This is an optimization exercise on Yosys and OpenROAD, whose aim is small area, not a production implementation. In this exercise RTL edits were held to simulation tests only and were not proved equivalent to the original.

==> 06-24: inputs <==
Design complex_mult, start of the top module:
module complex_mult
#(
    parameter AWIDTH = 16,
    parameter BWIDTH = 16,
    parameter OUTWIDTH = 33
) (
    input  wire clk,
    input  wire [  AWIDTH-1:0] a_real,
    input  wire [  AWIDTH-1:0] a_imag,
    input  wire [  BWIDTH-1:0] b_real,
    input  wire [  BWIDTH-1:0] b_imag,
    input  wire                 valid,
    output wire [OUTWIDTH-1:0] z_real,
    output wire [OUTWIDTH-1:0] z_imag
);
clock: 7.0 ns
lec_check: 0
abc_area: 1
cap_margin: 20
core_margin: 2
core_utilization: 65
cts_buf_list: sky130_fd_sc_hd__clkbuf_4
slew_margin: 20
standard.sh (not shown) runs the stock make flow with config.mk's settings and CLKGATE_MAP_FILE= SYNTH_SCRIPT=/design/flow/synth_recipe.tcl, a recipe that flattens the netlist after the stock synthesis.
==> flow/flow/run.sh <==
#!/bin/bash
# Standard synthesis, then an inverter clean-up around full adders and XOR gates
# (flow/invopt.py), then the standard layout with 1x port buffers.
set -euo pipefail
R=orfs/results/${FLOW_PLATFORM}/complex_mult/base
bash standard.sh synth > synth.log 2>&1
cp $R/1_2_yosys.v $R/1_2_yosys_std.v
python3 flow/invopt.py $R/1_2_yosys_std.v $R/1_2_yosys.v > invopt.log 2>&1
touch $R/1_2_yosys.v
bash standard.sh BUFFER_PORTS_ARGS="-buffer_cell sky130_fd_sc_hd__buf_1" "CTS_ARGS=-sink_clustering_enable -repair_clock_nets -dont_use_dummy_load -buf_list sky130_fd_sc_hd__clkbuf_4 -sink_clustering_size 10 -sink_clustering_max_diameter 50" "GLOBAL_PLACEMENT_ARGS=-timing_driven_repair_tns_end_percent 0" finish > layout.log 2>&1
==> flow/flow/invopt.py <==
#!/usr/bin/env python3
"""Remove inverters around full adders and XOR gates in a flat sky130 Yosys netlist.

A full adder is self-dual: FA(~a,~b,~c) = (~sum, ~cout), so each fa cell may be
flipped (all its pins complemented) without changing the logic.  An XOR gate can
absorb an inversion on any input or on its output by swapping xor2 <-> xnor2.
A greedy search picks flips that minimise the inverters needed; the netlist is
then rewritten with at most one inverter per signal whose complement is used.
Registers and every other cell are kept as they are.
usage: invopt2.py in.v out.v
"""
import re, sys, random
from collections import defaultdict

P = 'sky130_fd_sc_hd__'
INV = {P + 'inv_1', P + 'inv_2', P + 'clkinv_1'}
FA = {P + 'fa_1', P + 'fa_2', P + 'fa_4'}
XOR = {P + 'xor2_1': (P + 'xor2_1', P + 'xnor2_1', 0), P + 'xnor2_1': (P + 'xor2_1', P + 'xnor2_1', 1),
       P + 'xor2_2': (P + 'xor2_2', P + 'xnor2_2', 0), P + 'xnor2_2': (P + 'xor2_2', P + 'xnor2_2', 1),
       P + 'xor3_1': (P + 'xor3_1', P + 'xnor3_1', 0), P + 'xnor3_1': (P + 'xor3_1', P + 'xnor3_1', 1)}
OUTPINS = {'X', 'Y', 'Q', 'Q_N', 'SUM', 'COUT', 'HI', 'LO'}

src = open(sys.argv[1]).read()
mod = re.search(r'^(module\s+\w+\s*\(.*?\);)(.*)^(endmodule)', src, re.S | re.M)
pre, head, body, tail = src[:mod.start()], mod.group(1), mod.group(2), src[mod.start(3):]

cell_re = re.compile(r'^\s*(sky130_fd_sc_hd__\w+)\s+(\\\S+|\S+)\s*\((.*?)\);\n?', re.S | re.M)
pin_re = re.compile(r'\.(\w+)\(\s*(\\\S+\s|[^()\s]+)\s*\)')
cells = []
for mm in cell_re.finditer(body):
    typ, name, pins = mm.groups()
    pm = {p: n.strip() for p, n in pin_re.findall(pins)}
    cells.append([typ, name, pm])
rest = cell_re.sub('', body)

def q(n):
    return n + ' ' if n.startswith('\\') else n

protected = set()   # nets named in assigns or ports: their polarity is fixed
for a in re.findall(r'assign\s+(.*?);', rest, re.S):
    for tok in re.findall(r'\\\S+|[A-Za-z_][\w$]*(?:\[\d+\])?', a):
        protected.add(tok)
ports = set()
for d in re.findall(r'^\s*(?:input|output)\b([^;]*);', rest, re.M):
    for tok in re.findall(r'[A-Za-z_]\w*', d.split(']')[-1]):
        ports.add(tok)
def is_port_net(n):
    return n.split('[')[0] in ports or n in protected

drv = {}
for i, (typ, name, pm) in enumerate(cells):
    for p, n in pm.items():
        if p in OUTPINS:
            drv[n] = i
isinv = [c[0] in INV for c in cells]
isfa = [c[0] in FA for c in cells]
isxor = [c[0] in XOR for c in cells]

def resolve(n):
    i = drv.get(n)
    if i is not None and isinv[i] and not is_port_net(n):
        return cells[i][2]['A'], 1
    return n, 0

# loads of each base signal: (cell, pin, w0); w0 = 1 if it currently reads the complement
loads = defaultdict(list)
for i, (typ, name, pm) in enumerate(cells):
    if isinv[i] and not is_port_net(pm['Y']):
        continue
    for p, n in pm.items():
        if p in OUTPINS:
            continue
        b, w = resolve(n)
        loads[b].append((i, p, w))

flip = [0] * len(cells)       # FA: all pins complemented; XOR: output complemented
pinned = set()
for i, (typ, name, pm) in enumerate(cells):
    if isfa[i] or isxor[i]:
        for p, n in pm.items():
            if p in OUTPINS and is_port_net(n):
                pinned.add(i)

def dpol(b):
    i = drv.get(b)
    return flip[i] if i is not None and (isfa[i] or isxor[i]) else 0

def need(b):
    d = dpol(b)
    for (i, p, w) in loads[b]:
        if isxor[i]:
            continue
        wf = w ^ (flip[i] if isfa[i] else 0)
        if wf != d:
            return 1
    return 0

touch = defaultdict(set)
for b, ls in loads.items():
    for (i, p, w) in ls:
        touch[i].add(b)
for b in loads:
    i = drv.get(b)
    if i is not None:
        touch[i].add(b)

before = sum(need(b) for b in loads)
cand = [i for i in range(len(cells)) if (isfa[i] or isxor[i]) and i not in pinned]
best_flip, best = list(flip), before
random.seed(1)
for restart in range(int(sys.argv[3]) if len(sys.argv) > 3 else 8):
    if restart:
        flip = list(best_flip)
        for i in random.sample(cand, len(cand) // 10):
            flip[i] ^= 1
    changed = True
    while changed:
        changed = False
        order = cand[:]
        random.shuffle(order)
        for i in order:
            bs = touch[i]
            c0 = sum(need(b) for b in bs)
            flip[i] ^= 1
            c1 = sum(need(b) for b in bs)
            if c1 < c0 or (c1 == c0 and random.random() < 0.3):
                changed = changed or c1 < c0
            else:
                flip[i] ^= 1
    tot = sum(need(b) for b in loads)
    if tot < best:
        best, best_flip = tot, list(flip)
flip = best_flip
print(f'inverters: {sum(isinv)} in netlist, {before} signals needing a complement -> {best}', file=sys.stderr)

# rewrite
compl = {}
newcells = []
def comp_net(b):
    if b not in compl:
        nm = f'_invopt_{len(compl)}_'
        compl[b] = nm
        newcells.append((P + 'inv_1', nm + 'i', {'A': b, 'Y': nm}))
    return compl[b]

out = []
for i, (typ, name, pm) in enumerate(cells):
    if isinv[i] and not is_port_net(pm['Y']):
        continue
    npm = {}
    par = 0
    for p, n in pm.items():
        if p in OUTPINS:
            npm[p] = n
            continue
        b, w = resolve(n)
        d = dpol(b)
        if isxor[i]:
            npm[p] = b
            par ^= w ^ d          # reads b^d physically, wanted b^w
        else:
            wf = w ^ (flip[i] if isfa[i] else 0)
            npm[p] = b if wf == d else comp_net(b)
    if isxor[i]:
        xt, xnt, inv0 = XOR[typ]
        # wanted out = xor(inputs wanted) ^ inv0; physical output = wanted ^ flip
        typ = xnt if (inv0 ^ par ^ flip[i]) else xt
        opin = 'Y' if 'xnor2' in typ else 'X'
        onet = npm.pop('X', None) or npm.pop('Y')
        npm[opin] = onet
    out.append((typ, name, npm))

lines = [f'  wire {n};' for n in compl.values()]
for typ, name, pm in newcells + out:
    pins = ', '.join(f'.{p}({q(n)})' for p, n in pm.items())
    lines.append(f'  {typ} {q(name)} ({pins});')
open(sys.argv[2], 'w').write(pre + head + rest + '\n'.join(lines) + '\n' + tail)
==> 11-14 (differences from 06-24) <==
==> flow/flow/run.sh (replaced) <==
#!/bin/bash
# Standard synthesis, then an inverter clean-up around full adders and XOR gates
# (flow/invopt.py), then the standard layout with 1x port buffers.
set -euo pipefail
R=orfs/results/${FLOW_PLATFORM}/complex_mult/base
bash standard.sh synth > synth.log 2>&1
cp $R/1_2_yosys.v $R/1_2_yosys_std.v
python3 flow/invopt.py $R/1_2_yosys_std.v $R/1_2_yosys.v > invopt.log 2>&1
touch $R/1_2_yosys.v
bash standard.sh BUFFER_PORTS_ARGS="-buffer_cell sky130_fd_sc_hd__buf_1" "CTS_ARGS=-sink_clustering_enable -repair_clock_nets -dont_use_dummy_load -buf_list sky130_fd_sc_hd__clkbuf_4 -sink_clustering_size 10 -sink_clustering_max_diameter 50" RECOVER_POWER=100 finish > layout.log 2>&1
--- a/flow/flow/invopt.py
+++ b/flow/flow/invopt.py
@@ -5,8 +5,8 @@
 flipped (all its pins complemented) without changing the logic.  An XOR gate can
 absorb an inversion on any input or on its output by swapping xor2 <-> xnor2.
-A greedy search picks flips that minimise the inverters needed; the netlist is
+Simulated annealing picks flips that minimise the inverters needed; the netlist is
 then rewritten with at most one inverter per signal whose complement is used.
 Registers and every other cell are kept as they are.
-usage: invopt2.py in.v out.v
+usage: invopt.py in.v out.v [unused] [annealing steps]
 """
 import re, sys, random
@@ -109,26 +109,39 @@
 best_flip, best = list(flip), before
 random.seed(1)
-for restart in range(int(sys.argv[3]) if len(sys.argv) > 3 else 8):
-    if restart:
-        flip = list(best_flip)
-        for i in random.sample(cand, len(cand) // 10):
+import math
+cur = before
+# simulated annealing over flips with the exact inverter count
+T = 2.0
+steps = int(sys.argv[4]) if len(sys.argv) > 4 else 2000000
+for k in range(steps):
+    i = random.choice(cand)
+    bs = touch[i]
+    c0 = sum(need(b) for b in bs)
+    flip[i] ^= 1
+    c1 = sum(need(b) for b in bs)
+    d = c1 - c0
+    if d <= 0 or random.random() < math.exp(-d / T):
+        cur += d
+        if cur < best:
+            best, best_flip = cur, list(flip)
+    else:
+        flip[i] ^= 1
+    T = max(0.05, 2.0 * (1 - k / steps))
+# final greedy polish
+flip = list(best_flip)
+changed = True
+while changed:
+    changed = False
+    for i in cand:
+        bs = touch[i]
+        c0 = sum(need(b) for b in bs)
+        flip[i] ^= 1
+        c1 = sum(need(b) for b in bs)
+        if c1 < c0:
+            changed = True
+        else:
             flip[i] ^= 1
-    changed = True
-    while changed:
-        changed = False
-        order = cand[:]
-        random.shuffle(order)
-        for i in order:
-            bs = touch[i]
-            c0 = sum(need(b) for b in bs)
-            flip[i] ^= 1
-            c1 = sum(need(b) for b in bs)
-            if c1 < c0 or (c1 == c0 and random.random() < 0.3):
-                changed = changed or c1 < c0
-            else:
-                flip[i] ^= 1
-    tot = sum(need(b) for b in loads)
-    if tot < best:
-        best, best_flip = tot, list(flip)
+best_flip = list(flip)
+best = sum(need(b) for b in loads)
 flip = best_flip
 print(f'inverters: {sum(isinv)} in netlist, {before} signals needing a complement -> {best}', file=sys.stderr)
- PLACE_DENSITY: unset -> 0.72
==> 05-17 (differences from 06-24) <==
==> flow/flow/run.sh (replaced) <==
#!/bin/bash
# Standard synthesis, then an inverter clean-up around full adders and XOR gates
# (flow/invopt.py), then the standard layout with 1x port buffers.
set -euo pipefail
R=orfs/results/${FLOW_PLATFORM}/complex_mult/base
bash standard.sh synth > synth.log 2>&1
cp $R/1_2_yosys.v $R/1_2_yosys_std.v
python3 flow/invopt.py $R/1_2_yosys_std.v $R/1_2_yosys.v > invopt.log 2>&1
touch $R/1_2_yosys.v
bash standard.sh BUFFER_PORTS_ARGS="-buffer_cell sky130_fd_sc_hd__buf_1" "CTS_ARGS=-sink_clustering_enable -repair_clock_nets -dont_use_dummy_load -buf_list sky130_fd_sc_hd__clkbuf_4 -sink_clustering_size 10 -sink_clustering_max_diameter 50" finish > layout.log 2>&1
--- a/flow/flow/invopt.py
+++ b/flow/flow/invopt.py
@@ -5,8 +5,8 @@
 flipped (all its pins complemented) without changing the logic.  An XOR gate can
 absorb an inversion on any input or on its output by swapping xor2 <-> xnor2.
-A greedy search picks flips that minimise the inverters needed; the netlist is
+Simulated annealing picks flips that minimise the inverters needed; the netlist is
 then rewritten with at most one inverter per signal whose complement is used.
 Registers and every other cell are kept as they are.
-usage: invopt2.py in.v out.v
+usage: invopt.py in.v out.v [unused] [annealing steps]
 """
 import re, sys, random
@@ -109,26 +109,39 @@
 best_flip, best = list(flip), before
 random.seed(1)
-for restart in range(int(sys.argv[3]) if len(sys.argv) > 3 else 8):
-    if restart:
-        flip = list(best_flip)
-        for i in random.sample(cand, len(cand) // 10):
+import math
+cur = before
+# simulated annealing over flips with the exact inverter count
+T = 2.0
+steps = int(sys.argv[4]) if len(sys.argv) > 4 else 2000000
+for k in range(steps):
+    i = random.choice(cand)
+    bs = touch[i]
+    c0 = sum(need(b) for b in bs)
+    flip[i] ^= 1
+    c1 = sum(need(b) for b in bs)
+    d = c1 - c0
+    if d <= 0 or random.random() < math.exp(-d / T):
+        cur += d
+        if cur < best:
+            best, best_flip = cur, list(flip)
+    else:
+        flip[i] ^= 1
+    T = max(0.05, 2.0 * (1 - k / steps))
+# final greedy polish
+flip = list(best_flip)
+changed = True
+while changed:
+    changed = False
+    for i in cand:
+        bs = touch[i]
+        c0 = sum(need(b) for b in bs)
+        flip[i] ^= 1
+        c1 = sum(need(b) for b in bs)
+        if c1 < c0:
+            changed = True
+        else:
             flip[i] ^= 1
-    changed = True
-    while changed:
-        changed = False
-        order = cand[:]
-        random.shuffle(order)
-        for i in order:
-            bs = touch[i]
-            c0 = sum(need(b) for b in bs)
-            flip[i] ^= 1
-            c1 = sum(need(b) for b in bs)
-            if c1 < c0 or (c1 == c0 and random.random() < 0.3):
-                changed = changed or c1 < c0
-            else:
-                flip[i] ^= 1
-    tot = sum(need(b) for b in loads)
-    if tot < best:
-        best, best_flip = tot, list(flip)
+best_flip = list(flip)
+best = sum(need(b) for b in loads)
 flip = best_flip
 print(f'inverters: {sum(isinv)} in netlist, {before} signals needing a complement -> {best}', file=sys.stderr)
- PLACE_DENSITY: unset -> 0.8
==> 08-12 (differences from 06-24) <==
==> flow/flow/run.sh (replaced) <==
#!/bin/bash
# Standard synthesis, then an inverter clean-up around full adders and XOR gates
# (flow/invopt.py), then the standard layout with 1x port buffers.
set -euo pipefail
R=orfs/results/${FLOW_PLATFORM}/complex_mult/base
bash standard.sh synth > synth.log 2>&1
cp $R/1_2_yosys.v $R/1_2_yosys_std.v
python3 flow/invopt.py $R/1_2_yosys_std.v $R/1_2_yosys.v > invopt.log 2>&1
touch $R/1_2_yosys.v
bash standard.sh BUFFER_PORTS_ARGS="-buffer_cell sky130_fd_sc_hd__buf_1" "CTS_ARGS=-sink_clustering_enable -repair_clock_nets -dont_use_dummy_load -buf_list sky130_fd_sc_hd__clkbuf_4 -sink_clustering_size 10 -sink_clustering_max_diameter 50" "GLOBAL_PLACEMENT_ARGS=-timing_driven_nets_percentage 3" finish > layout.log 2>&1
==> comparison <==
The lowest setup slack belongs to 08-12, the highest to 05-17.
The highest global-route usage belongs to 11-14, the lowest to 08-12.
Between 05-17 and 08-12, the lower sequential share of layout area is in 08-12 (gap 0.44 points).
Of 11-14 and 06-24, 11-14 has the higher non-clock buffer count (gap 2).
Against 08-12, the count of clock-buffer cells in the layout of 05-17 is higher by 1.
Between 05-17 and 08-12, the lower critical path depth is in 08-12 (gap 7).
Flip-flop and latch count is the same in 08-12 and 11-14.
Cell count, highest first: 08-12, 06-24, 11-14, 05-17.
==> figures <==
| item | 05-17 | 08-12 | 11-14 | 06-24 |
|---|---|---|---|---|
| Area inside the core boundary | 0.0456 sq mm | 0.0465 sq mm | 0.0456 sq mm | 0.0465 sq mm |
| Largest incremental delay on the critical path | 0.55 ns | 0.51 ns | 0.45 ns | 0.46 ns |
| Die outline area | 0.0481 sq mm | 0.0487 sq mm | 0.0481 sq mm | 0.0487 sq mm |
| Placement-stage cell area | 0.0317 sq mm | 0.0322 sq mm | 0.0317 sq mm | 0.0321 sq mm |
| Netlist area before placement | 0.0302 sq mm | 0.0305 sq mm | 0.0302 sq mm | 0.0305 sq mm |
| X dimension of the die | 219 um | 221 um | 219 um | 221 um |
| Clock-cell share | 0.0142 | 0.0138 | 0.0142 | 0.0140 |
| Worst min-delay path startpoint | ai4[9] | bi4[10] | ar3[11] | br4[11] |
| Die Y | 219 um | 221 um | 219 um | 221 um |
| Nets@finish | 3384 | 3496 | 3387 | 3484 |
| Outcome | no timing/DRC/antenna violations | no timing/DRC/antenna violations | no timing/DRC/antenna violations | no timing/DRC/antenna violations |
| Number of non-clock inverters | 186 | 285 | 186 | 285 |
| Cells after DPL | 3302 | 3418 | 3298 | 3409 |
| GRT met2 Usage | 0.542 | 0.500 | 0.542 | 0.511 |
| WL met1 | 31300 um | 31500 um | 31500 um | 32500 um |
| Worst slew slack as a fraction of its limit | 0.403 | 0.471 | 0.487 | 0.454 |
| Multi-input combinational area share | 0.573 | 0.564 | 0.572 | 0.565 |

separate check: timing with driven ports:
Ports are ideal in the flow. The routed layouts listed here were re-timed in OpenROAD. Step 1 sets driving cells, clkbuf_16 on the clock port and buf_2 on the other inputs (assumed; they add their load-dependent delay and slew). Step 2 adds t to the input delays and takes it off the output delays; t is the mean of the earliest and latest rising clock arrival at the registers after step 1. Input paths then give back, and output paths get back, about the clock's delay inside the block. Slacks: ideal ports / drivers / drivers and shift; pairs: ideal ports / drivers.
run | shift t [ns] | setup WS [ns] | latest minus earliest clock arrival (ns)
06-24 | 0.865 | 0.190 / 0.190 / 0.190 | 0.118 / 0.118
11-14 | 0.857 | 0.172 / 0.172 / 0.172 | 0.165 / 0.165
05-17 | 0.846 | 0.195 / 0.195 / 0.195 | 0.124 / 0.123
08-12 | 0.849 | 0.145 / 0.145 / 0.145 | 0.151 / 0.151
After both steps every run listed still meets setup and hold.
